From an optimization exercise on the open Yosys and OpenROAD flow, aimed at small area and a short achievable clock period; shortcuts taken in it are not production practice.
Function was checked by simulation only, so behaviour that the tests miss may differ from the original.
Power figures rest on the tool's default switching activity, not on a simulated workload.

File: flow/config.mk
export PLATFORM = sky130hd
export DESIGN_NAME = rv32i_cpu
export DESIGN_NICKNAME = rv32i_cpu
export VERILOG_FILES = /design/flow/design.v
export SDC_FILE = /design/flow/constraint.sdc
export NUM_CORES = 8
export LEC_CHECK = 0
export CAP_MARGIN = 20
export CORE_MARGIN = 2
export CORE_UTILIZATION = 55
export PLACE_DENSITY = 0.68
export SLEW_MARGIN = 20
export SYNTH_HIERARCHICAL = 1
File: flow/constraint.sdc
create_clock -name core_clock -period 19.5 [get_ports {clk}]
set_input_delay 3.9000 -clock core_clock [delete_from_list [all_inputs] [get_ports {clk}]]
set_output_delay 3.9000 -clock core_clock [all_outputs]
set_load 0.01 [all_outputs]
File: flow/design.v
module c_inv   (input a, output y);                   assign y = ~a;                    endmodule
module c_nand2 (input a, input b, output y);          assign y = ~(a & b);              endmodule
module c_nand3 (input a, input b, input c, output y); assign y = ~(a & b & c);          endmodule
module c_nand4 (input a, input b, input c, input d, output y); assign y = ~(a & b & c & d); endmodule
module c_and2  (input a, input b, output y);          assign y = a & b;                 endmodule
module c_and3  (input a, input b, input c, output y); assign y = a & b & c;            endmodule
module c_and4  (input a, input b, input c, input d, output y); assign y = a & b & c & d;  endmodule
module c_or2   (input a, input b, output y);          assign y = a | b;                 endmodule
module c_or4   (input a, input b, input c, input d, output y); assign y = a | b | c | d;  endmodule
module c_nor2  (input a, input b, output y);          assign y = ~(a | b);              endmodule
module c_or3   (input a, input b, input c, output y); assign y = a | b | c;            endmodule
module c_nor3  (input a, input b, input c, output y); assign y = ~(a | b | c);          endmodule
module c_xor2  (input a, input b, output y);          assign y = a ^ b;                 endmodule
module c_xnor2 (input a, input b, output y);          assign y = ~(a ^ b);              endmodule
module c_nor4  (input a, input b, input c, input d, output y); assign y = ~(a | b | c | d); endmodule
module c_a221oi (input a1, input a2, input b1, input b2, input c, output y); assign y = ~((a1 & a2) | (b1 & b2) | c); endmodule
module c_a21oi (input a, input b, input c, output y); assign y = ~((a & b) | c);        endmodule
module c_o21ai (input a, input b, input c, output y); assign y = ~((a | b) & c);        endmodule
module c_mux2i (input a, input b, input s, output y); assign y = ~(s ? b : a);          endmodule
module c_mxi   (input a, input b, input s, input sn, output y); assign y = ~((a | s) & (b | sn)); endmodule
module agu (
  input  [31:0] rn,
  input  [11:0] m,
  output [31:0] y
);
  wire a_n1, a_n2, a_n3, a_n4, a_n5, a_n6, a_n7, a_n8, a_n9, a_n10, a_n11, a_n12, a_n13, a_n14, a_n15, a_n16, a_n17, a_n18, a_n19, a_n20, a_n21, a_n22, a_n23, a_n24, a_n25, a_n26, a_n27, a_n28, a_n29, a_n30, a_n31, a_n32, a_n33, a_n34, a_n35, a_n36, a_n37, a_n38, a_n39, a_n40, a_n41, a_n42, a_n43, a_n44, a_n45, a_n46, a_n47, a_n48, a_n49, a_n50, a_n51, a_n52, a_n53, a_n54, a_n55, a_n56, a_n57, a_n58, a_n59, a_n60, a_n61, a_n62, a_n63, a_n64, a_n65, a_n66, a_n67, a_n68, a_n69, a_n70, a_n71, a_n72, a_n73, a_n74, a_n75, a_n76, a_n77, a_n78, a_n79, a_n80, a_n81, a_n82, a_n83, a_n84, a_n85, a_n86, a_n87, a_n88, a_n89, a_n90, a_n91, a_n92, a_n93, a_n94, a_n95, a_n96, a_n97, a_n98, a_n99, a_n100, a_n101, a_n102, a_n103, a_n104, a_n105, a_n106, a_n107, a_n108, a_n109, a_n110, a_n111, a_n112, a_n113, a_n114, a_n115, a_n116, a_n117, a_n118, a_n119, a_n120, a_n121, a_n122, a_n123, a_n124, a_n125, a_n126, a_n127, a_n128, a_n129, a_n130, a_n131, a_n132, a_n133, a_n134, a_n135, a_n136, a_n137, a_n138, a_n139, a_n140, a_n141, a_n142, a_n143, a_n144, a_n145, a_n146, a_n147, a_n148, a_n149, a_n150, a_n151, a_n152, a_n153, a_n154, a_n155, a_n156, a_n157, a_n158, a_n159, a_n160, a_n161, a_n162, a_n163, a_n164, a_n165, a_n166, a_n167, a_n168, a_n169, a_n170, a_n171, a_n172, a_n173, a_n174, a_n175, a_n176, a_n177, a_n178, a_n179, a_n180, a_n181, a_n182, a_n183, a_n184, a_n185, a_n186, a_n187, a_n188, a_n189, a_n190, a_n191, a_n192, a_n193, a_n194, a_n195, a_n196, a_n197, a_n198, a_n199, a_n200, a_n201, a_n202, a_n203, a_n204, a_n205, a_n206, a_n207, a_n208, a_n209, a_n210, a_n211, a_n212, a_n213, a_n214, a_n215, a_n216, a_n217, a_n218, a_n219, a_n220, a_n221, a_n222;
  c_inv u_a_n1 (m[0], a_n1);
  c_inv u_a_n2 (m[1], a_n2);
  c_inv u_a_n3 (m[2], a_n3);
  c_inv u_a_n4 (m[3], a_n4);
  c_inv u_a_n5 (m[4], a_n5);
  c_inv u_a_n6 (m[5], a_n6);
  c_inv u_a_n7 (m[6], a_n7);
  c_inv u_a_n8 (m[7], a_n8);
  c_inv u_a_n9 (m[8], a_n9);
  c_inv u_a_n10 (m[9], a_n10);
  c_inv u_a_n11 (m[10], a_n11);
  c_inv u_a_n12 (m[11], a_n12);
  c_nor2 u_a_n13 (rn[0], a_n1, a_n13);
  c_nor2 u_a_n14 (rn[1], a_n2, a_n14);
  c_nor2 u_a_n15 (rn[2], a_n3, a_n15);
  c_nor2 u_a_n16 (rn[3], a_n4, a_n16);
  c_nor2 u_a_n17 (rn[4], a_n5, a_n17);
  c_nor2 u_a_n18 (rn[5], a_n6, a_n18);
  c_nor2 u_a_n19 (rn[6], a_n7, a_n19);
  c_nor2 u_a_n20 (rn[7], a_n8, a_n20);
  c_nor2 u_a_n21 (rn[8], a_n9, a_n21);
  c_nor2 u_a_n22 (rn[9], a_n10, a_n22);
  c_nor2 u_a_n23 (rn[10], a_n11, a_n23);
  c_nor2 u_a_n24 (rn[11], a_n12, a_n24);
  c_nand2 u_a_n25 (rn[0], a_n1, a_n25);
  c_nand2 u_a_n26 (rn[1], a_n2, a_n26);
  c_nand2 u_a_n27 (rn[2], a_n3, a_n27);
  c_nand2 u_a_n28 (rn[3], a_n4, a_n28);
  c_nand2 u_a_n29 (rn[4], a_n5, a_n29);
  c_nand2 u_a_n30 (rn[5], a_n6, a_n30);
  c_nand2 u_a_n31 (rn[6], a_n7, a_n31);
  c_nand2 u_a_n32 (rn[7], a_n8, a_n32);
  c_nand2 u_a_n33 (rn[8], a_n9, a_n33);
  c_nand2 u_a_n34 (rn[9], a_n10, a_n34);
  c_nand2 u_a_n35 (rn[10], a_n11, a_n35);
  c_nand2 u_a_n36 (rn[11], a_n12, a_n36);
  c_a21oi u_a_n37 (a_n26, a_n13, a_n14, a_n37);
  c_nand2 u_a_n38 (a_n26, a_n25, a_n38);
  c_a21oi u_a_n39 (a_n28, a_n15, a_n16, a_n39);
  c_nand2 u_a_n40 (a_n28, a_n27, a_n40);
  c_a21oi u_a_n41 (a_n30, a_n17, a_n18, a_n41);
  c_nand2 u_a_n42 (a_n30, a_n29, a_n42);
  c_a21oi u_a_n43 (a_n32, a_n19, a_n20, a_n43);
  c_nand2 u_a_n44 (a_n32, a_n31, a_n44);
  c_a21oi u_a_n45 (a_n34, a_n21, a_n22, a_n45);
  c_nand2 u_a_n46 (a_n34, a_n33, a_n46);
  c_a21oi u_a_n47 (a_n36, a_n23, a_n24, a_n47);
  c_nand2 u_a_n48 (a_n36, a_n35, a_n48);
  c_o21ai u_a_n49 (a_n40, a_n37, a_n39, a_n49);
  c_nor2 u_a_n50 (a_n40, a_n38, a_n50);
  c_o21ai u_a_n51 (a_n44, a_n41, a_n43, a_n51);
  c_nor2 u_a_n52 (a_n44, a_n42, a_n52);
  c_o21ai u_a_n53 (a_n48, a_n45, a_n47, a_n53);
  c_nor2 u_a_n54 (a_n48, a_n46, a_n54);
  c_nor4 u_a_n55 (a_n48, a_n46, a_n44, a_n42, a_n55);
  c_a221oi u_a_n56 (a_n54, a_n51, a_n55, a_n49, a_n53, a_n56);
  c_a221oi u_a_n57 (a_n54, a_n51, a_n55, a_n49, a_n53, a_n57);
  c_a221oi u_a_n58 (a_n54, a_n51, a_n55, a_n49, a_n53, a_n58);
  c_a221oi u_a_n59 (a_n54, a_n51, a_n55, a_n49, a_n53, a_n59);
  c_inv u_a_n60 (a_n37, a_n60);
  c_a21oi u_a_n61 (a_n27, a_n60, a_n15, a_n61);
  c_a21oi u_a_n62 (a_n29, a_n49, a_n17, a_n62);
  c_inv u_a_n63 (a_n49, a_n63);
  c_o21ai u_a_n64 (a_n42, a_n63, a_n41, a_n64);
  c_a21oi u_a_n65 (a_n31, a_n64, a_n19, a_n65);
  c_a21oi u_a_n66 (a_n52, a_n49, a_n51, a_n66);
  c_inv u_a_n67 (a_n66, a_n67);
  c_a21oi u_a_n68 (a_n33, a_n67, a_n21, a_n68);
  c_o21ai u_a_n69 (a_n46, a_n66, a_n45, a_n69);
  c_a21oi u_a_n70 (a_n35, a_n69, a_n23, a_n70);
  c_xnor2 u_a_n71 (rn[0], m[0], a_n71);
  c_xnor2 u_a_n72 (rn[1], m[1], a_n72);
  c_xnor2 u_a_n73 (rn[2], m[2], a_n73);
  c_xnor2 u_a_n74 (rn[3], m[3], a_n74);
  c_xnor2 u_a_n75 (rn[4], m[4], a_n75);
  c_xnor2 u_a_n76 (rn[5], m[5], a_n76);
  c_xnor2 u_a_n77 (rn[6], m[6], a_n77);
  c_xnor2 u_a_n78 (rn[7], m[7], a_n78);
  c_xnor2 u_a_n79 (rn[8], m[8], a_n79);
  c_xnor2 u_a_n80 (rn[9], m[9], a_n80);
  c_xnor2 u_a_n81 (rn[10], m[10], a_n81);
  c_xnor2 u_a_n82 (rn[11], m[11], a_n82);
  c_xnor2 u_y_0 (rn[0], m[0], y[0]);
  c_xor2 u_y_1 (a_n72, a_n13, y[1]);
  c_xnor2 u_y_2 (a_n73, a_n37, y[2]);
  c_xnor2 u_y_3 (a_n74, a_n61, y[3]);
  c_xor2 u_y_4 (a_n75, a_n49, y[4]);
  c_xnor2 u_y_5 (a_n76, a_n62, y[5]);
  c_xor2 u_y_6 (a_n77, a_n64, y[6]);
  c_xnor2 u_y_7 (a_n78, a_n65, y[7]);
  c_xnor2 u_y_8 (a_n79, a_n66, y[8]);
  c_xnor2 u_y_9 (a_n80, a_n68, y[9]);
  c_xor2 u_y_10 (a_n81, a_n69, y[10]);
  c_xnor2 u_y_11 (a_n82, a_n70, y[11]);
  c_nor2 u_a_n83 (rn[12], m[11], a_n83);
  c_nor2 u_a_n84 (rn[14], rn[13], a_n84);
  c_nor2 u_a_n85 (rn[16], rn[15], a_n85);
  c_nor2 u_a_n86 (rn[18], rn[17], a_n86);
  c_nor2 u_a_n87 (rn[20], rn[19], a_n87);
  c_nor2 u_a_n88 (rn[22], rn[21], a_n88);
  c_nor2 u_a_n89 (rn[24], rn[23], a_n89);
  c_nor2 u_a_n90 (rn[26], rn[25], a_n90);
  c_nor2 u_a_n91 (rn[28], rn[27], a_n91);
  c_nor2 u_a_n92 (rn[30], rn[29], a_n92);
  c_inv u_a_n93 (rn[13], a_n93);
  c_nand2 u_a_n94 (a_n93, a_n83, a_n94);
  c_nand2 u_a_n95 (a_n84, a_n83, a_n95);
  c_inv u_a_n96 (rn[17], a_n96);
  c_nand2 u_a_n97 (a_n96, a_n85, a_n97);
  c_nand2 u_a_n98 (a_n86, a_n85, a_n98);
  c_inv u_a_n99 (rn[21], a_n99);
  c_nand2 u_a_n100 (a_n99, a_n87, a_n100);
  c_nand2 u_a_n101 (a_n88, a_n87, a_n101);
  c_inv u_a_n102 (rn[25], a_n102);
  c_nand2 u_a_n103 (a_n102, a_n89, a_n103);
  c_nand2 u_a_n104 (a_n90, a_n89, a_n104);
  c_inv u_a_n105 (rn[29], a_n105);
  c_nand2 u_a_n106 (a_n105, a_n91, a_n106);
  c_nand2 u_a_n107 (a_n92, a_n91, a_n107);
  c_nor2 u_a_n108 (rn[15], a_n95, a_n108);
  c_inv u_a_n109 (a_n95, a_n109);
  c_nand2 u_a_n110 (a_n85, a_n109, a_n110);
  c_nor2 u_a_n111 (a_n97, a_n95, a_n111);
  c_nor2 u_a_n112 (a_n98, a_n95, a_n112);
  c_nor2 u_a_n113 (rn[23], a_n101, a_n113);
  c_inv u_a_n114 (a_n101, a_n114);
  c_nand2 u_a_n115 (a_n89, a_n114, a_n115);
  c_nor2 u_a_n116 (a_n103, a_n101, a_n116);
  c_nor2 u_a_n117 (a_n104, a_n101, a_n117);
  c_inv u_a_n118 (rn[19], a_n118);
  c_nand2 u_a_n119 (a_n118, a_n112, a_n119);
  c_nand2 u_a_n120 (a_n87, a_n112, a_n120);
  c_inv u_a_n121 (a_n100, a_n121);
  c_nand2 u_a_n122 (a_n121, a_n112, a_n122);
  c_nand2 u_a_n123 (a_n114, a_n112, a_n123);
  c_nand2 u_a_n124 (a_n113, a_n112, a_n124);
  c_inv u_a_n125 (a_n115, a_n125);
  c_nand2 u_a_n126 (a_n125, a_n112, a_n126);
  c_nand2 u_a_n127 (a_n116, a_n112, a_n127);
  c_nand2 u_a_n128 (a_n117, a_n112, a_n128);
  c_nor2 u_a_n129 (rn[27], a_n128, a_n129);
  c_inv u_a_n130 (a_n128, a_n130);
  c_nand2 u_a_n131 (a_n91, a_n130, a_n131);
  c_nor2 u_a_n132 (a_n106, a_n128, a_n132);
  c_nor2 u_a_n133 (a_n107, a_n128, a_n133);
  c_nand2 u_a_n134 (rn[12], m[11], a_n134);
  c_nand2 u_a_n135 (rn[14], rn[13], a_n135);
  c_nand2 u_a_n136 (rn[16], rn[15], a_n136);
  c_nand2 u_a_n137 (rn[18], rn[17], a_n137);
  c_nand2 u_a_n138 (rn[20], rn[19], a_n138);
  c_nand2 u_a_n139 (rn[22], rn[21], a_n139);
  c_nand2 u_a_n140 (rn[24], rn[23], a_n140);
  c_nand2 u_a_n141 (rn[26], rn[25], a_n141);
  c_nand2 u_a_n142 (rn[28], rn[27], a_n142);
  c_nand2 u_a_n143 (rn[30], rn[29], a_n143);
  c_inv u_a_n144 (a_n134, a_n144);
  c_nand2 u_a_n145 (rn[13], a_n144, a_n145);
  c_nor2 u_a_n146 (a_n135, a_n134, a_n146);
  c_inv u_a_n147 (a_n136, a_n147);
  c_nand2 u_a_n148 (rn[17], a_n147, a_n148);
  c_nor2 u_a_n149 (a_n137, a_n136, a_n149);
  c_inv u_a_n150 (a_n138, a_n150);
  c_nand2 u_a_n151 (rn[21], a_n150, a_n151);
  c_nor2 u_a_n152 (a_n139, a_n138, a_n152);
  c_inv u_a_n153 (a_n140, a_n153);
  c_nand2 u_a_n154 (rn[25], a_n153, a_n154);
  c_nor2 u_a_n155 (a_n141, a_n140, a_n155);
  c_inv u_a_n156 (a_n142, a_n156);
  c_nand2 u_a_n157 (rn[29], a_n156, a_n157);
  c_nor2 u_a_n158 (a_n143, a_n142, a_n158);
  c_nand2 u_a_n159 (rn[15], a_n146, a_n159);
  c_nand2 u_a_n160 (a_n147, a_n146, a_n160);
  c_inv u_a_n161 (a_n148, a_n161);
  c_nand2 u_a_n162 (a_n161, a_n146, a_n162);
  c_nand2 u_a_n163 (a_n149, a_n146, a_n163);
  c_nand2 u_a_n164 (rn[23], a_n152, a_n164);
  c_nand2 u_a_n165 (a_n153, a_n152, a_n165);
  c_inv u_a_n166 (a_n154, a_n166);
  c_nand2 u_a_n167 (a_n166, a_n152, a_n167);
  c_nand2 u_a_n168 (a_n155, a_n152, a_n168);
  c_inv u_a_n169 (a_n163, a_n169);
  c_nand2 u_a_n170 (rn[19], a_n169, a_n170);
  c_nor2 u_a_n171 (a_n138, a_n163, a_n171);
  c_nor2 u_a_n172 (a_n151, a_n163, a_n172);
  c_nand2 u_a_n173 (a_n152, a_n169, a_n173);
  c_nor2 u_a_n174 (a_n164, a_n163, a_n174);
  c_nor2 u_a_n175 (a_n165, a_n163, a_n175);
  c_nor2 u_a_n176 (a_n167, a_n163, a_n176);
  c_nor2 u_a_n177 (a_n168, a_n163, a_n177);
  c_nand2 u_a_n178 (rn[27], a_n177, a_n178);
  c_nand2 u_a_n179 (a_n156, a_n177, a_n179);
  c_inv u_a_n180 (a_n157, a_n180);
  c_nand2 u_a_n181 (a_n180, a_n177, a_n181);
  c_nand2 u_a_n182 (a_n158, a_n177, a_n182);
  c_xnor2 u_a_n183 (rn[12], m[11], a_n183);
  c_xor2 u_a_n184 (rn[12], m[11], a_n184);
  c_mux2i u_y_12 (a_n183, a_n184, a_n56, y[12]);
  c_xor2 u_a_n185 (rn[13], a_n83, a_n185);
  c_xnor2 u_a_n186 (rn[13], a_n134, a_n186);
  c_mux2i u_y_13 (a_n185, a_n186, a_n57, y[13]);
  c_xnor2 u_a_n187 (rn[14], a_n94, a_n187);
  c_xnor2 u_a_n188 (rn[14], a_n145, a_n188);
  c_mux2i u_y_14 (a_n187, a_n188, a_n58, y[14]);
  c_xnor2 u_a_n189 (rn[15], a_n95, a_n189);
  c_xor2 u_a_n190 (rn[15], a_n146, a_n190);
  c_mux2i u_y_15 (a_n189, a_n190, a_n59, y[15]);
  c_xor2 u_a_n191 (rn[16], a_n108, a_n191);
  c_xnor2 u_a_n192 (rn[16], a_n159, a_n192);
  c_mux2i u_y_16 (a_n191, a_n192, a_n56, y[16]);
  c_xnor2 u_a_n193 (rn[17], a_n110, a_n193);
  c_xnor2 u_a_n194 (rn[17], a_n160, a_n194);
  c_mux2i u_y_17 (a_n193, a_n194, a_n57, y[17]);
  c_xor2 u_a_n195 (rn[18], a_n111, a_n195);
  c_xnor2 u_a_n196 (rn[18], a_n162, a_n196);
  c_mux2i u_y_18 (a_n195, a_n196, a_n58, y[18]);
  c_xor2 u_a_n197 (rn[19], a_n112, a_n197);
  c_xnor2 u_a_n198 (rn[19], a_n163, a_n198);
  c_mux2i u_y_19 (a_n197, a_n198, a_n59, y[19]);
  c_xnor2 u_a_n199 (rn[20], a_n119, a_n199);
  c_xnor2 u_a_n200 (rn[20], a_n170, a_n200);
  c_mux2i u_y_20 (a_n199, a_n200, a_n56, y[20]);
  c_xnor2 u_a_n201 (rn[21], a_n120, a_n201);
  c_xor2 u_a_n202 (rn[21], a_n171, a_n202);
  c_mux2i u_y_21 (a_n201, a_n202, a_n57, y[21]);
  c_xnor2 u_a_n203 (rn[22], a_n122, a_n203);
  c_xor2 u_a_n204 (rn[22], a_n172, a_n204);
  c_mux2i u_y_22 (a_n203, a_n204, a_n58, y[22]);
  c_xnor2 u_a_n205 (rn[23], a_n123, a_n205);
  c_xnor2 u_a_n206 (rn[23], a_n173, a_n206);
  c_mux2i u_y_23 (a_n205, a_n206, a_n59, y[23]);
  c_xnor2 u_a_n207 (rn[24], a_n124, a_n207);
  c_xor2 u_a_n208 (rn[24], a_n174, a_n208);
  c_mux2i u_y_24 (a_n207, a_n208, a_n56, y[24]);
  c_xnor2 u_a_n209 (rn[25], a_n126, a_n209);
  c_xor2 u_a_n210 (rn[25], a_n175, a_n210);
  c_mux2i u_y_25 (a_n209, a_n210, a_n57, y[25]);
  c_xnor2 u_a_n211 (rn[26], a_n127, a_n211);
  c_xor2 u_a_n212 (rn[26], a_n176, a_n212);
  c_mux2i u_y_26 (a_n211, a_n212, a_n58, y[26]);
  c_xnor2 u_a_n213 (rn[27], a_n128, a_n213);
  c_xor2 u_a_n214 (rn[27], a_n177, a_n214);
  c_mux2i u_y_27 (a_n213, a_n214, a_n59, y[27]);
  c_xor2 u_a_n215 (rn[28], a_n129, a_n215);
  c_xnor2 u_a_n216 (rn[28], a_n178, a_n216);
  c_mux2i u_y_28 (a_n215, a_n216, a_n56, y[28]);
  c_xnor2 u_a_n217 (rn[29], a_n131, a_n217);
  c_xnor2 u_a_n218 (rn[29], a_n179, a_n218);
  c_mux2i u_y_29 (a_n217, a_n218, a_n57, y[29]);
  c_xor2 u_a_n219 (rn[30], a_n132, a_n219);
  c_xnor2 u_a_n220 (rn[30], a_n181, a_n220);
  c_mux2i u_y_30 (a_n219, a_n220, a_n58, y[30]);
  c_xor2 u_a_n221 (rn[31], a_n133, a_n221);
  c_xnor2 u_a_n222 (rn[31], a_n182, a_n222);
  c_mux2i u_y_31 (a_n221, a_n222, a_n59, y[31]);
endmodule
module pc_add (
  input  [30:0] a, b,
  output [30:0] s
);
  wire r_n1, r_n2, r_n3, r_n4, r_n5, r_n6, r_n7, r_n8, r_n9, r_n10, r_n11, r_n12, r_n13, r_n14, r_n15, r_n16, r_n17, r_n18, r_n19, r_n20, r_n21, r_n22, r_n23, r_n24, r_n25, r_n26, r_n27, r_n28, r_n29, r_n30, r_n31, r_n32, r_n33, r_n34, r_n35, r_n36, r_n37, r_n38, r_n39, r_n40, r_n41, r_n42, r_n43, r_n44, r_n45, r_n46, r_n47, r_n48, r_n49, r_n50, r_n51, r_n52, r_n53, r_n54, r_n55, r_n56, r_n57, r_n58, r_n59, r_n60, r_n61, r_n62, r_n63, r_n64, r_n65, r_n66, r_n67, r_n68, r_n69, r_n70, r_n71, r_n72, r_n73, r_n74, r_n75, r_n76, r_n77, r_n78, r_n79, r_n80, r_n81, r_n82, r_n83, r_n84, r_n85, r_n86, r_n87, r_n88, r_n89, r_n90;
  c_xor2 u_s_0 (a[0], b[0], s[0]);
  c_nand2 u_r_n1 (a[0], b[0], r_n1);
  c_xnor2 u_r_n2 (a[1], b[1], r_n2);
  c_nand2 u_r_n3 (a[1], b[1], r_n3);
  c_xor2 u_s_1 (r_n2, r_n1, s[1]);
  c_o21ai u_r_n4 (r_n2, r_n1, r_n3, r_n4);
  c_xor2 u_r_n5 (a[2], b[2], r_n5);
  c_and2 u_r_n6 (a[2], b[2], r_n6);
  c_xor2 u_s_2 (r_n5, r_n4, s[2]);
  c_a21oi u_r_n7 (r_n5, r_n4, r_n6, r_n7);
  c_xnor2 u_r_n8 (a[3], b[3], r_n8);
  c_nand2 u_r_n9 (a[3], b[3], r_n9);
  c_xor2 u_s_3 (r_n8, r_n7, s[3]);
  c_o21ai u_r_n10 (r_n8, r_n7, r_n9, r_n10);
  c_xor2 u_r_n11 (a[4], b[4], r_n11);
  c_and2 u_r_n12 (a[4], b[4], r_n12);
  c_xor2 u_s_4 (r_n11, r_n10, s[4]);
  c_a21oi u_r_n13 (r_n11, r_n10, r_n12, r_n13);
  c_xnor2 u_r_n14 (a[5], b[5], r_n14);
  c_nand2 u_r_n15 (a[5], b[5], r_n15);
  c_xor2 u_s_5 (r_n14, r_n13, s[5]);
  c_o21ai u_r_n16 (r_n14, r_n13, r_n15, r_n16);
  c_xor2 u_r_n17 (a[6], b[6], r_n17);
  c_and2 u_r_n18 (a[6], b[6], r_n18);
  c_xor2 u_s_6 (r_n17, r_n16, s[6]);
  c_a21oi u_r_n19 (r_n17, r_n16, r_n18, r_n19);
  c_xnor2 u_r_n20 (a[7], b[7], r_n20);
  c_nand2 u_r_n21 (a[7], b[7], r_n21);
  c_xor2 u_s_7 (r_n20, r_n19, s[7]);
  c_o21ai u_r_n22 (r_n20, r_n19, r_n21, r_n22);
  c_xor2 u_r_n23 (a[8], b[8], r_n23);
  c_and2 u_r_n24 (a[8], b[8], r_n24);
  c_xor2 u_s_8 (r_n23, r_n22, s[8]);
  c_a21oi u_r_n25 (r_n23, r_n22, r_n24, r_n25);
  c_xnor2 u_r_n26 (a[9], b[9], r_n26);
  c_nand2 u_r_n27 (a[9], b[9], r_n27);
  c_xor2 u_s_9 (r_n26, r_n25, s[9]);
  c_o21ai u_r_n28 (r_n26, r_n25, r_n27, r_n28);
  c_xor2 u_r_n29 (a[10], b[10], r_n29);
  c_and2 u_r_n30 (a[10], b[10], r_n30);
  c_xor2 u_s_10 (r_n29, r_n28, s[10]);
  c_a21oi u_r_n31 (r_n29, r_n28, r_n30, r_n31);
  c_xnor2 u_r_n32 (a[11], b[11], r_n32);
  c_nand2 u_r_n33 (a[11], b[11], r_n33);
  c_xor2 u_s_11 (r_n32, r_n31, s[11]);
  c_o21ai u_r_n34 (r_n32, r_n31, r_n33, r_n34);
  c_xor2 u_r_n35 (a[12], b[12], r_n35);
  c_and2 u_r_n36 (a[12], b[12], r_n36);
  c_xor2 u_s_12 (r_n35, r_n34, s[12]);
  c_a21oi u_r_n37 (r_n35, r_n34, r_n36, r_n37);
  c_xnor2 u_r_n38 (a[13], b[13], r_n38);
  c_nand2 u_r_n39 (a[13], b[13], r_n39);
  c_xor2 u_s_13 (r_n38, r_n37, s[13]);
  c_o21ai u_r_n40 (r_n38, r_n37, r_n39, r_n40);
  c_xor2 u_r_n41 (a[14], b[14], r_n41);
  c_and2 u_r_n42 (a[14], b[14], r_n42);
  c_xor2 u_s_14 (r_n41, r_n40, s[14]);
  c_a21oi u_r_n43 (r_n41, r_n40, r_n42, r_n43);
  c_xnor2 u_r_n44 (a[15], b[15], r_n44);
  c_nand2 u_r_n45 (a[15], b[15], r_n45);
  c_xor2 u_s_15 (r_n44, r_n43, s[15]);
  c_o21ai u_r_n46 (r_n44, r_n43, r_n45, r_n46);
  c_xor2 u_r_n47 (a[16], b[16], r_n47);
  c_and2 u_r_n48 (a[16], b[16], r_n48);
  c_xor2 u_s_16 (r_n47, r_n46, s[16]);
  c_a21oi u_r_n49 (r_n47, r_n46, r_n48, r_n49);
  c_xnor2 u_r_n50 (a[17], b[17], r_n50);
  c_nand2 u_r_n51 (a[17], b[17], r_n51);
  c_xor2 u_s_17 (r_n50, r_n49, s[17]);
  c_o21ai u_r_n52 (r_n50, r_n49, r_n51, r_n52);
  c_xor2 u_r_n53 (a[18], b[18], r_n53);
  c_and2 u_r_n54 (a[18], b[18], r_n54);
  c_xor2 u_s_18 (r_n53, r_n52, s[18]);
  c_a21oi u_r_n55 (r_n53, r_n52, r_n54, r_n55);
  c_xnor2 u_r_n56 (a[19], b[19], r_n56);
  c_nand2 u_r_n57 (a[19], b[19], r_n57);
  c_xor2 u_s_19 (r_n56, r_n55, s[19]);
  c_o21ai u_r_n58 (r_n56, r_n55, r_n57, r_n58);
  c_xor2 u_r_n59 (a[20], b[20], r_n59);
  c_and2 u_r_n60 (a[20], b[20], r_n60);
  c_xor2 u_s_20 (r_n59, r_n58, s[20]);
  c_a21oi u_r_n61 (r_n59, r_n58, r_n60, r_n61);
  c_xnor2 u_r_n62 (a[21], b[21], r_n62);
  c_nand2 u_r_n63 (a[21], b[21], r_n63);
  c_xor2 u_s_21 (r_n62, r_n61, s[21]);
  c_o21ai u_r_n64 (r_n62, r_n61, r_n63, r_n64);
  c_xor2 u_r_n65 (a[22], b[22], r_n65);
  c_and2 u_r_n66 (a[22], b[22], r_n66);
  c_xor2 u_s_22 (r_n65, r_n64, s[22]);
  c_a21oi u_r_n67 (r_n65, r_n64, r_n66, r_n67);
  c_xnor2 u_r_n68 (a[23], b[23], r_n68);
  c_nand2 u_r_n69 (a[23], b[23], r_n69);
  c_xor2 u_s_23 (r_n68, r_n67, s[23]);
  c_o21ai u_r_n70 (r_n68, r_n67, r_n69, r_n70);
  c_xor2 u_r_n71 (a[24], b[24], r_n71);
  c_and2 u_r_n72 (a[24], b[24], r_n72);
  c_xor2 u_s_24 (r_n71, r_n70, s[24]);
  c_a21oi u_r_n73 (r_n71, r_n70, r_n72, r_n73);
  c_xnor2 u_r_n74 (a[25], b[25], r_n74);
  c_nand2 u_r_n75 (a[25], b[25], r_n75);
  c_xor2 u_s_25 (r_n74, r_n73, s[25]);
  c_o21ai u_r_n76 (r_n74, r_n73, r_n75, r_n76);
  c_xor2 u_r_n77 (a[26], b[26], r_n77);
  c_and2 u_r_n78 (a[26], b[26], r_n78);
  c_xor2 u_s_26 (r_n77, r_n76, s[26]);
  c_a21oi u_r_n79 (r_n77, r_n76, r_n78, r_n79);
  c_xnor2 u_r_n80 (a[27], b[27], r_n80);
  c_nand2 u_r_n81 (a[27], b[27], r_n81);
  c_xor2 u_s_27 (r_n80, r_n79, s[27]);
  c_o21ai u_r_n82 (r_n80, r_n79, r_n81, r_n82);
  c_xor2 u_r_n83 (a[28], b[28], r_n83);
  c_and2 u_r_n84 (a[28], b[28], r_n84);
  c_xor2 u_s_28 (r_n83, r_n82, s[28]);
  c_a21oi u_r_n85 (r_n83, r_n82, r_n84, r_n85);
  c_xnor2 u_r_n86 (a[29], b[29], r_n86);
  c_nand2 u_r_n87 (a[29], b[29], r_n87);
  c_xor2 u_s_29 (r_n86, r_n85, s[29]);
  c_o21ai u_r_n88 (r_n86, r_n85, r_n87, r_n88);
  c_xor2 u_r_n89 (a[30], b[30], r_n89);
  c_and2 u_r_n90 (a[30], b[30], r_n90);
  c_xor2 u_s_30 (r_n89, r_n88, s[30]);
endmodule
module add_bk #(parameter N = 32, parameter L = 5) (
  input  [N-1:0] a, b,
  input          cin,
  output [N-1:0] s,
  output         cout,
  output [N-1:0] p, g
);
  assign p = a ^ b;
  assign g = a & b;
  wire [N-1:0] G [0:2*L-1];
  wire [N-1:0] P [0:2*L-1];
  assign G[0] = {g[N-1:1], g[0] | (p[0] & cin)};
  assign P[0] = p;
  genvar st, i;
  generate
    for (st = 1; st < 2*L; st = st + 1) begin : g_st
      for (i = 0; i < N; i = i + 1) begin : g_i
        localparam integer l  = (st <= L) ? st - 1 : 2*L - 1 - st;
        localparam integer d  = 1 << l;
        localparam integer ok = (st <= L) ? (((i + 1) % (2*d)) == 0)
                                          : ((i >= 3*d - 1) && (((i + 1 - d) % (2*d)) == 0));
        if (ok && i - d >= 0) begin : g_c
          assign G[st][i] = G[st-1][i] | (P[st-1][i] & G[st-1][i-d]);
          assign P[st][i] = P[st-1][i] & P[st-1][i-d];
        end else begin : g_p
          assign G[st][i] = G[st-1][i];
          assign P[st][i] = P[st-1][i];
        end
      end
    end
  endgenerate
  assign s    = p ^ {G[2*L-1][N-2:0], cin};
  assign cout = G[2*L-1][N-1];
endmodule
module shr32 (
  input  [31:0] a,
  input  [4:0]  sh,
  input         left,
  input         fill,
  output [31:0] y
);
  wire [31:0] x0, x1, x2, x3, x4;
  wire [4:0] shn = ~sh;
  wire leftn = ~left;
  wire filln = ~fill;
  genvar i;
  generate
    for (i = 0; i < 32; i = i + 1) begin : g_i
      c_mxi m0 (.a(a[i]), .b(a[31-i]), .s(left), .sn(leftn), .y(x0[i]));
      if (i + 1 < 32) begin : s0
        c_mxi m (.a(x0[i]), .b(x0[i+1]), .s(sh[0]), .sn(shn[0]), .y(x1[i]));
      end else begin : f0
        c_mxi m (.a(x0[i]), .b(filln), .s(sh[0]), .sn(shn[0]), .y(x1[i]));
      end
      if (i + 2 < 32) begin : s1
        c_mxi m (.a(x1[i]), .b(x1[i+2]), .s(sh[1]), .sn(shn[1]), .y(x2[i]));
      end else begin : f1
        c_mxi m (.a(x1[i]), .b(fill), .s(sh[1]), .sn(shn[1]), .y(x2[i]));
      end
      if (i + 4 < 32) begin : s2
        c_mxi m (.a(x2[i]), .b(x2[i+4]), .s(sh[2]), .sn(shn[2]), .y(x3[i]));
      end else begin : f2
        c_mxi m (.a(x2[i]), .b(filln), .s(sh[2]), .sn(shn[2]), .y(x3[i]));
      end
      if (i + 8 < 32) begin : s3
        c_mxi m (.a(x3[i]), .b(x3[i+8]), .s(sh[3]), .sn(shn[3]), .y(x4[i]));
      end else begin : f3
        c_mxi m (.a(x3[i]), .b(fill), .s(sh[3]), .sn(shn[3]), .y(x4[i]));
      end
      if (i + 16 < 32) begin : s4
        c_mxi m (.a(x4[i]), .b(x4[i+16]), .s(sh[4]), .sn(shn[4]), .y(y[i]));
      end else begin : f4
        c_mxi m (.a(x4[i]), .b(filln), .s(sh[4]), .sn(shn[4]), .y(y[i]));
      end
    end
  endgenerate
endmodule
module rf_hold (input q, input d, input w, input wn, output y);
  assign y = (q & wn) | (d & w);
endmodule
module rf_aoi3 (input a, input sa, input b, input sb, input c, input sc, output y);
  assign y = ~((a & sa) | (b & sb) | (c & sc));
endmodule
module regfile (
  input             clk,
  input             we,
  input      [4:0]  rs1, rs2, rd,
  input      [31:0] rd_data,
  input             use_imm,
  input      [31:0] imm,
  output     [31:0] rs1v, rs1n_agu, rs2v, rs2v_mem
);
  wire [31:0] q [0:31];
  wire [127:0] s1f, s2f, wf, wnf;
  assign q[0] = 32'b0;
  genvar r, k, j;
  generate
    wire [4:0] rs1n, rs2n;
    wire [3:0] lo1n, lo2n;
    wire [7:0] hi1n, hi2n;
    wire       use_imm_n;
    c_inv ui (.a(use_imm), .y(use_imm_n));
    for (j = 0; j < 5; j = j + 1) begin : g_inv
      c_inv i1 (.a(rs1[j]), .y(rs1n[j]));
      c_inv i2 (.a(rs2[j]), .y(rs2n[j]));
    end
    for (j = 0; j < 4; j = j + 1) begin : g_lo
      c_nand2 l1 (.a(j[0] ? rs1[0] : rs1n[0]), .b(j[1] ? rs1[1] : rs1n[1]), .y(lo1n[j]));
      c_nand3 l2 (.a(j[0] ? rs2[0] : rs2n[0]), .b(j[1] ? rs2[1] : rs2n[1]), .c(use_imm_n), .y(lo2n[j]));
    end
    for (j = 0; j < 8; j = j + 1) begin : g_hi
      c_nand3 h1 (.a(j[0] ? rs1[2] : rs1n[2]), .b(j[1] ? rs1[3] : rs1n[3]), .c(j[2] ? rs1[4] : rs1n[4]), .y(hi1n[j]));
      c_nand3 h2 (.a(j[0] ? rs2[2] : rs2n[2]), .b(j[1] ? rs2[3] : rs2n[3]), .c(j[2] ? rs2[4] : rs2n[4]), .y(hi2n[j]));
    end
    wire [4:0] rdn;
    wire [3:0] low_n;
    wire [7:0] hiw_n;
    for (j = 0; j < 5; j = j + 1) begin : g_invw
      c_inv iw (.a(rd[j]), .y(rdn[j]));
    end
    for (j = 0; j < 4; j = j + 1) begin : g_low
      c_nand3 lw (.a(j[0] ? rd[0] : rdn[0]), .b(j[1] ? rd[1] : rdn[1]), .c(we), .y(low_n[j]));
    end
    for (j = 0; j < 8; j = j + 1) begin : g_hiw
      c_nand3 hw (.a(j[0] ? rd[2] : rdn[2]), .b(j[1] ? rd[3] : rdn[3]), .c(j[2] ? rd[4] : rdn[4]), .y(hiw_n[j]));
    end
    for (r = 1; r < 32; r = r + 1) begin : g_dec
      for (j = 0; j < 4; j = j + 1) begin : g_grp
        c_nor2 d1 (.a(hi1n[r/4]), .b(lo1n[r%4]), .y(s1f[32*j+r]));
        c_nor2 d2 (.a(hi2n[r/4]), .b(lo2n[r%4]), .y(s2f[32*j+r]));
        c_nor2 dw (.a(hiw_n[r/4]), .b(low_n[r%4]), .y(wf[32*j+r]));
        c_inv  dn (.a(wf[32*j+r]), .y(wnf[32*j+r]));
      end
    end
    for (r = 1; r < 32; r = r + 1) begin : g_r
      reg  [31:0] x;
      wire [31:0] d;
      for (k = 0; k < 32; k = k + 1) begin : g_b
        rf_hold h (.q(x[k]), .d(rd_data[k]), .w(wf[32*(k/8)+r]), .wn(wnf[32*(k/8)+r]), .y(d[k]));
      end
      always @(posedge clk) x <= d;
      assign q[r] = x;
    end
    for (k = 0; k < 32; k = k + 1) begin : g_col
      wire [10:0] a1, a2;
      wire [2:0]  o1, o2;
      wire        a2i;
      for (j = 0; j < 10; j = j + 1) begin : g_t
        rf_aoi3 t1 (.a(q[3*j+1][k]), .sa(s1f[32*(k/8)+3*j+1]), .b(q[3*j+2][k]), .sb(s1f[32*(k/8)+3*j+2]),
                    .c(q[3*j+3][k]), .sc(s1f[32*(k/8)+3*j+3]), .y(a1[j]));
        rf_aoi3 t2 (.a(q[3*j+1][k]), .sa(s2f[32*(k/8)+3*j+1]), .b(q[3*j+2][k]), .sb(s2f[32*(k/8)+3*j+2]),
                    .c(q[3*j+3][k]), .sc(s2f[32*(k/8)+3*j+3]), .y(a2[j]));
      end
      c_nand2 n1 (.a(q[31][k]), .b(s1f[32*(k/8)+31]), .y(a1[10]));
      c_nand2 n2 (.a(q[31][k]), .b(s2f[32*(k/8)+31]), .y(a2[10]));
      c_nand2 n3 (.a(imm[k]), .b(use_imm), .y(a2i));
      c_nand4 p10 (.a(a1[0]), .b(a1[1]), .c(a1[2]), .d(a1[3]), .y(o1[0]));
      c_nand4 p11 (.a(a1[4]), .b(a1[5]), .c(a1[6]), .d(a1[7]), .y(o1[1]));
      c_nand3 p12 (.a(a1[8]), .b(a1[9]), .c(a1[10]), .y(o1[2]));
      c_nand4 p20 (.a(a2[0]), .b(a2[1]), .c(a2[2]), .d(a2[3]), .y(o2[0]));
      c_nand4 p21 (.a(a2[4]), .b(a2[5]), .c(a2[6]), .d(a2[7]), .y(o2[1]));
      c_nand4 p22 (.a(a2[8]), .b(a2[9]), .c(a2[10]), .d(a2i), .y(o2[2]));
      c_nor3 f1a (.a(o1[0]), .b(o1[1]), .c(o1[2]), .y(rs1n_agu[k]));
      c_or3  f1b (.a(o1[0]), .b(o1[1]), .c(o1[2]), .y(rs1v[k]));
      c_or3  f2a (.a(o2[0]), .b(o2[1]), .c(o2[2]), .y(rs2v[k]));
      wire   m2n;
      c_nor3 f2b (.a(o2[0]), .b(o2[1]), .c(o2[2]), .y(m2n));
      c_inv  f2c (.a(m2n), .y(rs2v_mem[k]));
    end
  endgenerate
endmodule
module rv32i_cpu (
  input             clk,
  input             rst,
  output     [31:0] pc,
  input      [31:0] inst,
  output            MemWen,
  output     [31:0] MemAddr,
  output     [31:0] MemWdata,
  input      [31:0] MemRdata
);
  wire b6 = inst[6], b5 = inst[5], b4 = inst[4], b3 = inst[3], b2 = inst[2];
  wire [2:0] f3 = inst[14:12];
  wire is_store  = ~b6 &  b5 & ~b4;
  wire is_load   = ~b6 & ~b5 & ~b4;
  wire is_branch =  b6 & ~b2;
  wire is_jalr   =  b6 & ~b3 & b2;
  wire is_jal    =  b6 &  b3;
  wire is_lui    = ~b6 &  b5 & b4 &  b2;
  wire is_auipc  = ~b6 & ~b5 & b4 &  b2;
  wire is_alu    = ~b6 & b4 & ~b2;           
  wire regwrite  = ~(is_store | is_branch);
  wire [31:0] immI = {{20{inst[31]}}, inst[31:20]};
  wire [31:0] immB = {{20{inst[31]}}, inst[7], inst[30:25], inst[11:8], 1'b0};
  wire [31:0] immJ = {{12{inst[31]}}, inst[19:12], inst[20], inst[30:21], 1'b0};
  wire [31:0] immU = {inst[31:12], 12'b0};
  wire [31:0] rs1v, rs1n_agu, op2, rs2_mem;
  reg  [31:0] rd_data;
  regfile rf (
    .clk(clk), .we(regwrite), .rs1(inst[19:15]), .rs2(inst[24:20]), .rd(inst[11:7]),
    .rd_data(rd_data), .use_imm(~b5), .imm(immI),
    .rs1v(rs1v), .rs1n_agu(rs1n_agu), .rs2v(op2), .rs2v_mem(rs2_mem)
  );
  wire [31:0] agu_y;
  agu agu_i (.rn(rs1n_agu), .m({inst[31:25], is_store ? inst[11:7] : inst[24:20]}), .y(agu_y));
  assign MemAddr  = agu_y;
  assign MemWdata = rs2_mem;   
  assign MemWen   = is_store;
  wire sub = is_branch | (f3[2:1] == 2'b01) | (b5 & inst[30] & (f3 == 3'b000));
  wire [31:0] sum, p, g;
  wire cout;
  add_bk #(32, 5) alu_add (.a(rs1v), .b(op2 ^ {32{sub}}), .cin(sub), .s(sum), .cout(cout), .p(p), .g(g));
  wire ltu = ~cout;
  wire lt  = (rs1v[31] ^ op2[31]) ? rs1v[31] : ltu;
  wire eq  = &p;
  wire cond = f3[2] ? (f3[1] ? ltu : lt) : eq;
  wire taken = cond ^ f3[0];
  wire [31:0] shr;
  shr32 sh_i (.a(rs1v), .sh(op2[4:0]), .left(~f3[2]), .fill(inst[30] & rs1v[31]), .y(shr));
  wire [31:0] shl;
  genvar gi;
  generate for (gi = 0; gi < 32; gi = gi + 1) begin : g_shl
    assign shl[gi] = shr[31-gi];
  end endgenerate
  wire [31:0] logic_r = (p & {32{~(f3[1] & f3[0])}}) | (g & {32{f3[1]}});
  wire [31:0] pimm = b6 ? (b3 ? immJ : immB) : immU;
  wire [31:0] tgt;
  pc_add pc_add_i (.a(pc[31:1]), .b(pimm[31:1]), .s(tgt[31:1]));
  assign tgt[0] = 1'b0;
  wire [31:0] pc4;
  wire [30:0] ic;
  assign ic[0] = 1'b1;
  genvar ii;
  generate for (ii = 2; ii < 32; ii = ii + 1) begin : g_inc
    assign pc4[ii]  = pc[ii] ^ ic[ii-2];
    assign ic[ii-1] = pc[ii] & ic[ii-2];
  end endgenerate
  assign pc4[1:0] = pc[1:0];
  wire s_sum   = is_alu & (f3 == 3'b000);
  wire s_sll   = is_alu & (f3 == 3'b001);
  wire s_slt   = is_alu & (f3 == 3'b010);
  wire s_sltu  = is_alu & (f3 == 3'b011);
  wire s_logic = is_alu & f3[2] & (f3[1] | ~f3[0]);
  wire s_shr   = is_alu & (f3 == 3'b101);
  always @* begin
    rd_data = ({32{s_sum}}    & sum)
            | ({32{s_sll}}    & shl)
            | ({32{s_slt}}    & {31'b0, lt})
            | ({32{s_sltu}}   & {31'b0, ltu})
            | ({32{s_logic}}  & logic_r)
            | ({32{s_shr}}    & shr)
            | ({32{is_load}}  & MemRdata)
            | ({32{b6}}       & pc4)
            | ({32{is_lui}}   & immU)
            | ({32{is_auipc}} & tgt);
  end
  reg [31:1] pcr;
  assign pc = {pcr, 1'b0};
  always @(posedge clk or posedge rst) begin
    if (rst)                               pcr <= 31'b0;
    else if (is_jalr)                      pcr <= agu_y[31:1];
    else if (is_jal | (is_branch & taken)) pcr <= tgt[31:1];
    else                                   pcr <= pc4[31:1];
  end
endmodule
File: flow/flow/run.sh
#!/bin/bash
# Own layout flow: the standard flow (standard.sh) with these changes:
#  - the standard synthesis runs first, on its own and unchanged;
#  - ports are buffered with buf_2 instead of the default delay cell;
#  - clock tree synthesis uses clusters of up to 14 sinks and 60 um, clkbuf_4/8, no dummy loads;
#  - the timing repair steps aim for a setup slack margin, which sizes up the critical path.
# Each step's full output goes to its own log file in this folder; ORFS's logs are under orfs/logs.
set -euo pipefail
cd "$(dirname "$0")/.."
MARGIN=${MARGIN:-9}
bash standard.sh synth > flow_synth.log 2>&1
bash standard.sh \
  "BUFFER_PORTS_ARGS=-buffer_cell sky130_fd_sc_hd__buf_2" \
  "CTS_ARGS=-sink_clustering_enable -repair_clock_nets -dont_use_dummy_load -sink_clustering_size 14 -sink_clustering_max_diameter 60 -buf_list {sky130_fd_sc_hd__clkbuf_4 sky130_fd_sc_hd__clkbuf_8}" \
  "SETUP_SLACK_MARGIN=$MARGIN" \
  "TNS_END_PERCENT=2" \
  finish > flow_finish.log 2>&1
File: flow/standard.sh
#!/bin/bash
# synth_recipe.tcl (not shown) runs the flow's synth.tcl, then flattens the netlist and writes it again
# the make line also repeats each setting of config.mk as NAME=value (left out here)
make -C /OpenROAD-flow-scripts/flow DESIGN_CONFIG=/design/flow/config.mk WORK_HOME=/design/flow/orfs CLKGATE_MAP_FILE= SYNTH_SCRIPT=/design/flow/synth_recipe.tcl "${@:-finish}"
==> metrics.cfg, run 1 <==
[outcome]
status = complete, no violations

[clock_tree]
cts_sinks = 1023
cts_made_buffers = 94
clockRootBuffer = clkbuf_8
clk_pin_slew_ns = 0.05
insertion_delay_ns = 0.82
clk_path_buf_depth = 3
htreeDepth = 3
hold_buffers = 0
cts_tree = done

[timing]
skew_ns = 0.120
fmax_mhz = 88.1
rsz0062_at_grt = true
worstMarginPinSlew_ns = 1.19
tns_ns = 0
slew_violations = 0
hold_viol = 0
setup_viol = 0
timing.slew.headroom_pct = 20.6
layout_setup_ws_ns = 8.15
period_needed_ns = 11.35
fin_crit_sh_pct = 58.2

[detailed_routing]
vias_per_cell = 8.03
firstDrtPassIters = 17
wl_mm = 225
wire_per_inst_um = 34.3
first_iter_violations = 14500
drtAntennaViolNets = 0
vias = 52600
drc = 0

[global_routing]
grt-ovfl-total = 0
grt_pass1_vias = 46100
grt.total_usage_pct = 45.7
grt_max_degree = 65
grt_pass1_wl_mm = 313
grt_antenna_before_repair = 13

[critical_path]
r2r_slack_ns = 10.80
crit_type = primary input to output port
startpoint_type = primary input
cp_slowest_cell = a222oi_1
worst-path-max-fanout = 8
r2r-start = pcr[2]
critPathArrivalTime_ns = 7.45
setup.worst_path.end_class = output port
required_ns = 15.60
crit_buf_inv = 7
worst_r2r_endpoint = rf.g_r[7].x[31]
reg2reg_depth = 32
critical_path.max_stage_delay_ns = 0.60
crit_chain = buf_12 -> clkinvlp_4 -> buf_6 -> nand3_4 -> buf_12 -> nor2_4 -> a222oi_1 -> nand4_1 -> nor3_2 -> buf_4 -> nand2_2 -> nand2_2 -> nor4_4 -> a221oi_4 -> buf_8 -> mux2i_4 -> buf_2
crit_family = buffers and inverters

[hold_path]
holdPathStages = 1
hp-start = rf.g_r[14].x[7]
hold_path_class = register to register
hold_end = rf.g_r[14].x[7]

[power_and_ir_drop]
power.total_mw = 7.48
power.density_nw_per_um2 = 133
p_leak_nw = 21.4
vdd_drop_max_mv = 0.0876

[floorplanning]
row_count = 109
initial_core_util_pct = 55.6
io_pins = 163
die_h_um = 303
die_w_um = 303
die_area_um2 = 92000
fp.coreArea_um2 = 88500

[place]
dpl.cell_count = 6308
portBuffers = 159
hpwl_mm = 149
place.gp.congestion = 1.04
pre_cts_slack_ns = 6.72

[yosys]
synth_edf_count = 0
ys_seq_elements = 1023
ys_types = 69
synth-xor-area-share_pct = 3.06
synthesis.area_um2 = 49300
synth_top_area_cell = dfxtp_1
yosysSeqAreaShare_pct = 41.9
synth_fa_ha_area_share_pct = 2.22
synthCells = 4954
synthesis.nets = 5097
synth_area_leaders = dfxtp_1 (40%), a22o_1 (18%), a222oi_1 (14%)
synth_top_cell_area_share_pct = 40.3
yosys-mux-area-fraction_pct = 0.508
synth_top_family_by_area = compound AO/OA/AOI/OAI gates
synth.avg_cell_area_um2 = 9.94
yosys.area_share.simple_pct = 11.4
synth_ff_type = dfxtp_1
yosysWarnings = 9
synth_compound_area_share_pct = 38.3
async_flop_share_pct = 3.03

[finish]
final_cell_mix = a22o_1 (993), dfxtp_1 (992), a222oi_1 (671)
final_common_cell = a22o_1
nNetsFinal = 5520
drive_gt1_share_pct = 13.9
syn_to_final_growth_pct = 13.8
instances_no_fill = 6547

[run]
max-cap-violations = 0

layout make-up:
type / instances / area (um2)
diodes: 7 / 17.5
clock buffers: 94 / 1290
fillers: 7513 / 32400
inverters: 261 / 998
multi-input cells: 3610 / 28600
flip-flops and latches: 1023 / 20600
well taps: 1165 / 1460
repair buffers: 387 / 3040
routing by layer:
layer  track usage, %  vias up  routed length [um]  part of all wire (%)
met1             63.1    25100               84700                    38
met2             62.5     4638               87600                    39
li1                 -    21800                   -                     -
met3             14.9      982               36200                    16
met5                0        -                  69                 0.031
met4             25.5       10               16100                   7.2
worst reg2reg max path: cells and delay by family (launching register included):
kind / cells / cell delay [ns]
AOI/OAI and AO/OA: 2 / 1.37
xor gates and xnor gates: 1 / 0.19
adders and majority gates: 28 / 5.71
DFF: 1 / 0.49
and+or+nand+nor: 1 / 0.88
sequential cells by signal (all words and copies together), names as in the netlist:
name and flops:
rf.g_r.x 992, pcr 31
cells in the mapped netlist (20+ instances only):
library cell  number
a21o_1            20
o22ai_1          193
clkbuf_1          52
xor2_1            76
xnor2_1           96
o21ai_1           22
dfxtp_1          992
o211ai_1          29
a222oi_1         671
a21oi_1           43
dfrtp_1           31
nand3_1           82
nand2_1          296
nor2_1           428
nand4_1          169
nor3_2            65
a21oi_2           27
ha_1              60
inv_1            259
o21ai_0           56
or3_1             67
a22o_1           993
a221oi_1          22
and2_1            28
mux2i_1           25
kinds of logic (layout without fill, tap and decap cells):
family | after synthesis | count (layout)
fa+ha+maj | 77 | 77
simple gates | 1162 | 1165
other cells | 1 | 8
compound gates | 2168 | 2170
flops | 1023 | 1023
mux | 25 | 25
xor+xnor | 172 | 172
buf+inv | 326 | 742
worst max path at each step:
stage | end | cells past startpoint | from
after floorplan | MemAddr[12] | 11 | inst[17]
after global placement | MemAddr[29] | 16 | inst[17]
after detailed placement | MemAddr[30] | 15 | inst[17]
after CTS | MemAddr[19] | 17 | inst[18]
after global routing | MemAddr[25] | 17 | inst[19]
final | MemAddr[23] | 17 | inst[18]
metrics by stage:
step	hold WS (ns)	area [um2]	utilization [%]
finish	0.516	56100	63.3
global route	0.525	56100	63.3
CTS	0.507	55500	62.7
detailed placement	0.493	52100	58.9
global placement	0.489	52100	58.9
floorplan	0.477	49300	-
repair_timing:
item,CTS,global route
buffers inserted,116,12
gates cloned,3,6
endpoints found under the setup margin,260,605
pin swaps,134,36
gates resized for setup,234,74
Yosys stat by module (local to each module, per instance), excerpt:
module,cells,copies in the design,area (um2),flops+latches
shr32,7,1,26.3,0
c_a221oi,1,4,15.0,0
c_nor4,1,1,12.5,0
c_mux2i,1,20,10.0,0
c_nor3,1,64,10.0,0
rf_aoi3,1,640,10.0,0
rf_hold,1,992,8.76,0
c_and2,1,14,6.26,0
c_nand4,1,160,6.26,0
c_nand3,1,64,5.00,0
c_o21ai,1,20,5.00,0
report_power, final:
part	total (mW)	leakage, nW	switching, mW	internal (mW)
Clock	1.13	0.676	0.706	0.428
Sequential	3.47	8.58	0.678	2.79
Combinational	2.88	12.1	1.66	1.22
==> run 2: changes to the inputs <==
--- a/flow/design.v
+++ b/flow/design.v
@@ -572,7 +572,5 @@
       c_or3  f1b (.a(o1[0]), .b(o1[1]), .c(o1[2]), .y(rs1v[k]));
       c_or3  f2a (.a(o2[0]), .b(o2[1]), .c(o2[2]), .y(rs2v[k]));
-      wire   m2n;
-      c_nor3 f2b (.a(o2[0]), .b(o2[1]), .c(o2[2]), .y(m2n));
-      c_inv  f2c (.a(m2n), .y(rs2v_mem[k]));
+      c_or3  f2b (.a(o2[0]), .b(o2[1]), .c(o2[2]), .y(rs2v_mem[k]));
     end
   endgenerate
==> flow/flow/run.sh (replaced) <==
#!/bin/bash
# Own layout flow: the standard flow (standard.sh) with these changes:
#  - the standard synthesis runs first, on its own and unchanged;
#  - ports are buffered with buf_1 instead of the default delay cell;
#  - clock tree synthesis uses clusters of up to 16 sinks and 70 um, clkbuf_4/8, no dummy loads;
#  - the timing repair steps aim for a setup slack margin, which sizes up the critical path.
# Each step's full output goes to its own log file in this folder; ORFS's logs are under orfs/logs.
set -euo pipefail
cd "$(dirname "$0")/.."
MARGIN=${MARGIN:-9}
bash standard.sh synth > flow_synth.log 2>&1
bash standard.sh \
  "BUFFER_PORTS_ARGS=-buffer_cell sky130_fd_sc_hd__buf_1" \
  "CTS_ARGS=-sink_clustering_enable -repair_clock_nets -dont_use_dummy_load -sink_clustering_size 16 -sink_clustering_max_diameter 70 -buf_list {sky130_fd_sc_hd__clkbuf_4 sky130_fd_sc_hd__clkbuf_8}" \
  "SETUP_SLACK_MARGIN=$MARGIN" \
  "TNS_END_PERCENT=5" \
  finish > flow_finish.log 2>&1
--- a/flow/config.mk
+++ b/flow/config.mk
@@ -8,6 +8,6 @@
 export CAP_MARGIN = 20
 export CORE_MARGIN = 2
-export CORE_UTILIZATION = 55
-export PLACE_DENSITY = 0.68
+export CORE_UTILIZATION = 62
+export PLACE_DENSITY = 0.72
 export SLEW_MARGIN = 20
 export SYNTH_HIERARCHICAL = 1
==> metrics.cfg, run 2 <==
[run]
max-cap-violations = 0  ; unchanged

[critical_path]
setup.worst_path.end_class = output port
crit_type = primary input to output port
critPathArrivalTime_ns = 7.60  ; +0.15 ns
critical_path.max_stage_delay_ns = 0.91  ; +0.31 ns
cp_slowest_cell = a222oi_1
worst-path-max-fanout = 34  ; +26
crit_family = buffers and inverters
worstSetupStartpoint = inst[5]
r2r-start = pcr[2]
startpoint_type = primary input
crit_buf_inv = 6  ; -1
required_ns = 15.60  ; about the same
crit_chain = buf_1 -> inv_1 -> buf_6 -> inv_1 -> nand3_2 -> buf_6 -> nor2_1 -> a222oi_1 -> nand4_1 -> or3_1 -> buf_1

[timing]
worstMarginPinSlew_ns = 1.26  ; +0.0677 ns
fmax_mhz = 87.0  ; -1.3%
slew_violations = 0  ; unchanged
skew_ns = 0.136  ; +0.0163 ns
period_needed_ns = 11.50  ; +0.152 ns
timing.slew.headroom_pct = 15.9  ; -4.7 points
setup_viol = 0  ; unchanged
fin_crit_sh_pct = 59.0  ; +0.78 points
hold_viol = 0  ; unchanged
tns_ns = 0  ; unchanged
rsz0062_at_grt = true

[yosys]
synth.avg_cell_area_um2 = 9.96  ; +0.16%
netlist_top_cells_count = a22o_1 (993), dfxtp_1 (992), a222oi_1 (671)
synth_area_leaders = dfxtp_1 (41%), a22o_1 (18%), a222oi_1 (14%)
synth_ff_type = dfxtp_1
async_flop_share_pct = 3.03  ; unchanged
yosysMostFrequentCell = a22o_1
synthCells = 4922  ; -0.65%
synth_top_area_cell = dfxtp_1
synth_top_cell_area_share_pct = 40.5  ; +0.20 points
yosysSeqAreaShare_pct = 42.1  ; +0.21 points
synth_edf_count = 0  ; unchanged
synthesis.nets = 5065  ; -0.63%
synthesis.area_um2 = 49000  ; -0.49%
ys_types = 69  ; unchanged
yosysWarnings = 9  ; unchanged
ys_seq_elements = 1023  ; unchanged

[hold_path]
hp-start = rf.g_r[31].x[31]
hold_path_class = register to register

[detailed_routing]
vias = 52900  ; +0.57%
drtAntennaViolNets = 0  ; unchanged
firstDrtPassIters = 22  ; +5
drc = 0  ; unchanged
wire_per_inst_um = 33.7  ; -1.9%
first_iter_violations = 15500  ; +7.0%
vias_per_cell = 8.29  ; +3.2%
wl_mm = 215  ; -4.4%

[floorplanning]
row_count = 103  ; -5.5%
io_pins = 163  ; unchanged
die_w_um = 285  ; -6.0%
initial_core_util_pct = 62.3  ; +6.7 points
die_h_um = 285  ; -6.0%
fp.coreArea_um2 = 78600  ; -11%
die_area_um2 = 81300  ; -12%

[finish]
fillers = 6196  ; -18%
drive_gt1_share_pct = 10.6  ; -3.3 points
final_cell_mix = a22o_1 (993), dfxtp_1 (992), a222oi_1 (671)
regMostFlops = rf.g_r.x
nNetsFinal = 5470  ; -0.91%
syn_to_final_growth_pct = 12.3
largest_reg_flops = 992  ; unchanged
stdcell_area_um2 = 55100  ; -1.8%
final_common_cell = a22o_1
top_regs = rf.g_r.x: 992 flops, pcr: 31 flops

[clock_tree]
cts_made_buffers = 77  ; -18%
cts_tree = done
clk_pin_slew_ns = 0.06  ; about the same
htreeDepth = 3  ; unchanged
clk_path_buf_depth = 3  ; unchanged
insertion_delay_ns = 0.79  ; -0.03 ns
hold_buffers = 0  ; unchanged
cts_sinks = 1023  ; unchanged
clockRootBuffer = clkbuf_8

[global_routing]
grt-ovfl-total = 0  ; unchanged
grtUsageMet3_pct = 20.8  ; +5.9 points
busiest_layer = met1
grt_max_degree = 64  ; -1.5%
grtUsageMet2_pct = 65.7  ; +3.3 points
grt.total_usage_pct = 49.6  ; +3.9 points
gr-usage-met1_pct = 66.9  ; +3.8 points
grt_pass1_vias = 47000  ; +1.9%
grt_pass1_wl_mm = 307  ; -1.8%
grt_antenna_before_repair = 5  ; -8

[power_and_ir_drop]
power.density_nw_per_um2 = 133  ; about the same
p_leak_nw = 20.6  ; -3.4%
vdd_drop_max_mv = 0.0902  ; +3.0%

[place]
portBuffers = 159  ; unchanged
placed_area_um2 = 51500  ; -1.1%
hpwl_mm = 141  ; -5.0%
place.gp.congestion = 1.09  ; +4.8%

[outcome]
status = complete, no violations

[run 2: metal layers]
metal | wire length [um] | up-vias | part of all wire, %
met5 | 120 | - | 0.056
met4 | 16300 | 6 | 7.6
met3 | 39500 | 1088 | 18
met2 | 81300 | 5286 | 38
met1 | 77500 | 24800 | 36
li1 | - | 21700 | -
[run 2: what timing repair did]
item	4_1_cts	5_1_grt
setup endpoints to repair	343	448
pin swaps	130	33
gates cloned	2	1
gates resized for setup	266	40
setup buffers	123	8
[run 2: final timing paths]
| check | depth (start not counted) | endpoint | slack, ns |
|---|---|---|---|
| max | 11 | MemWdata[7] | 8.00 |
| min | 1 | rf.g_r[31].x[31] | 0.52 |
| max reg2reg | 33 | rf.g_r[3].x[30] | 11.79 |
| min reg2reg | 1 | rf.g_r[31].x[31] | 0.52 |
| max in group asynchronous | 3 | pcr[3] | 15.80 |
| min in group asynchronous | 3 | pcr[26] | 3.26 |
[run 2: Yosys stat by module, one instance, submodules excluded, a selection]
module / flip-flops and latches / cells inside
c_and2: 0 / 1
regfile: 992 / 992
c_nand3: 0 / 1
shr32: 0 / 7
rv32i_cpu: 31 / 608
c_nor3: 0 / 1
c_nor2: 0 / 1
c_xor2: 0 / 1
[run 2: area by class of cell]
type                            instances  area (um2)  area share [%]
Sequential cell                      1023       20600            37.5
Clock buffer                           77        1060            1.92
Antenna cell                            3        7.51          0.0136
Tap cell                             1050        1310            2.39
Inverter                              229         878            1.60
Timing Repair Buffer                  391        2830            5.14
Multi-Input combinational cell       3605       28300            51.5
[run 2: kinds of logic (layout without fill, tap and decap cells)]
logic type / count (synthesis) / in the layout / synth area share, %
DFF: 1023 / 1023 / 42.1
other: 1 / 4 / 0.00765
adders and majority gates: 77 / 77 / 2.23
muxes: 25 / 25 / 0.511
AOI/OAI and AO/OA: 2168 / 2168 / 38.5
and+or+nand+nor: 1162 / 1162 / 11.2
buffers and inverters: 294 / 697 / 2.32
xor gates and xnor gates: 172 / 172 / 3.07
[run 2: per-stage QoR]
step / total power, mW / hold slack [ns] / util [%] / worst slack [ns] / instances
6_report: 7.35 / 0.518 / 70.0 / 8.00 / 6378
5_1_grt: 7.55 / 0.536 / 70.0 / 8.11 / 6376
4_1_cts: 7.09 / 0.515 / 69.7 / 8.43 / 6366
3_5_place_dp: 5.91 / 0.495 / 65.5 / 6.58 / 6164
3_3_place_gp: 5.82 / 0.487 / 65.5 / 6.48 / 6163
2_1_floorplan: 4.93 / 0.477 / - / 8.60 / 4922
[run 2: where the power goes]
| group | switching, mW | total (mW) | internal (mW) | leakage, nW |
|---|---|---|---|---|
| clock network | 0.682 | 1.04 | 0.355 | 0.554 |
| logic | 1.65 | 2.84 | 1.19 | 11.5 |
| registers | 0.682 | 3.47 | 2.79 | 8.58 |
| total | 3.01 | 7.35 | 4.33 | 20.6 |

## separate check: timing with driven ports
Ports are ideal in the flow. The routed layouts listed here were re-timed in OpenROAD.
Step 1 sets driving cells, clkbuf_16 on the clock port and buf_2 on the other inputs (assumed; they add their load-dependent delay and slew).
Step 2 times the ports against the registers' clock, not the clock port: input delays grow and output delays shrink by t, the midpoint of the rising clock arrivals with the driver on.
Slacks: ideal / step 1 / step 2; pairs: ideal / step 1.
run	t (ns)	setup slack, ns	worst setup path at the end
run 1	0.838	8.152 / 8.075 / 7.695	input to register
run 2	0.794	8.000 / 7.977 / 7.595	input to register
After both steps every run listed still meets setup and hold. The setup slack of run 1, which loses most, moves by -0.077 ns with the drivers and by -0.457 ns with both steps.
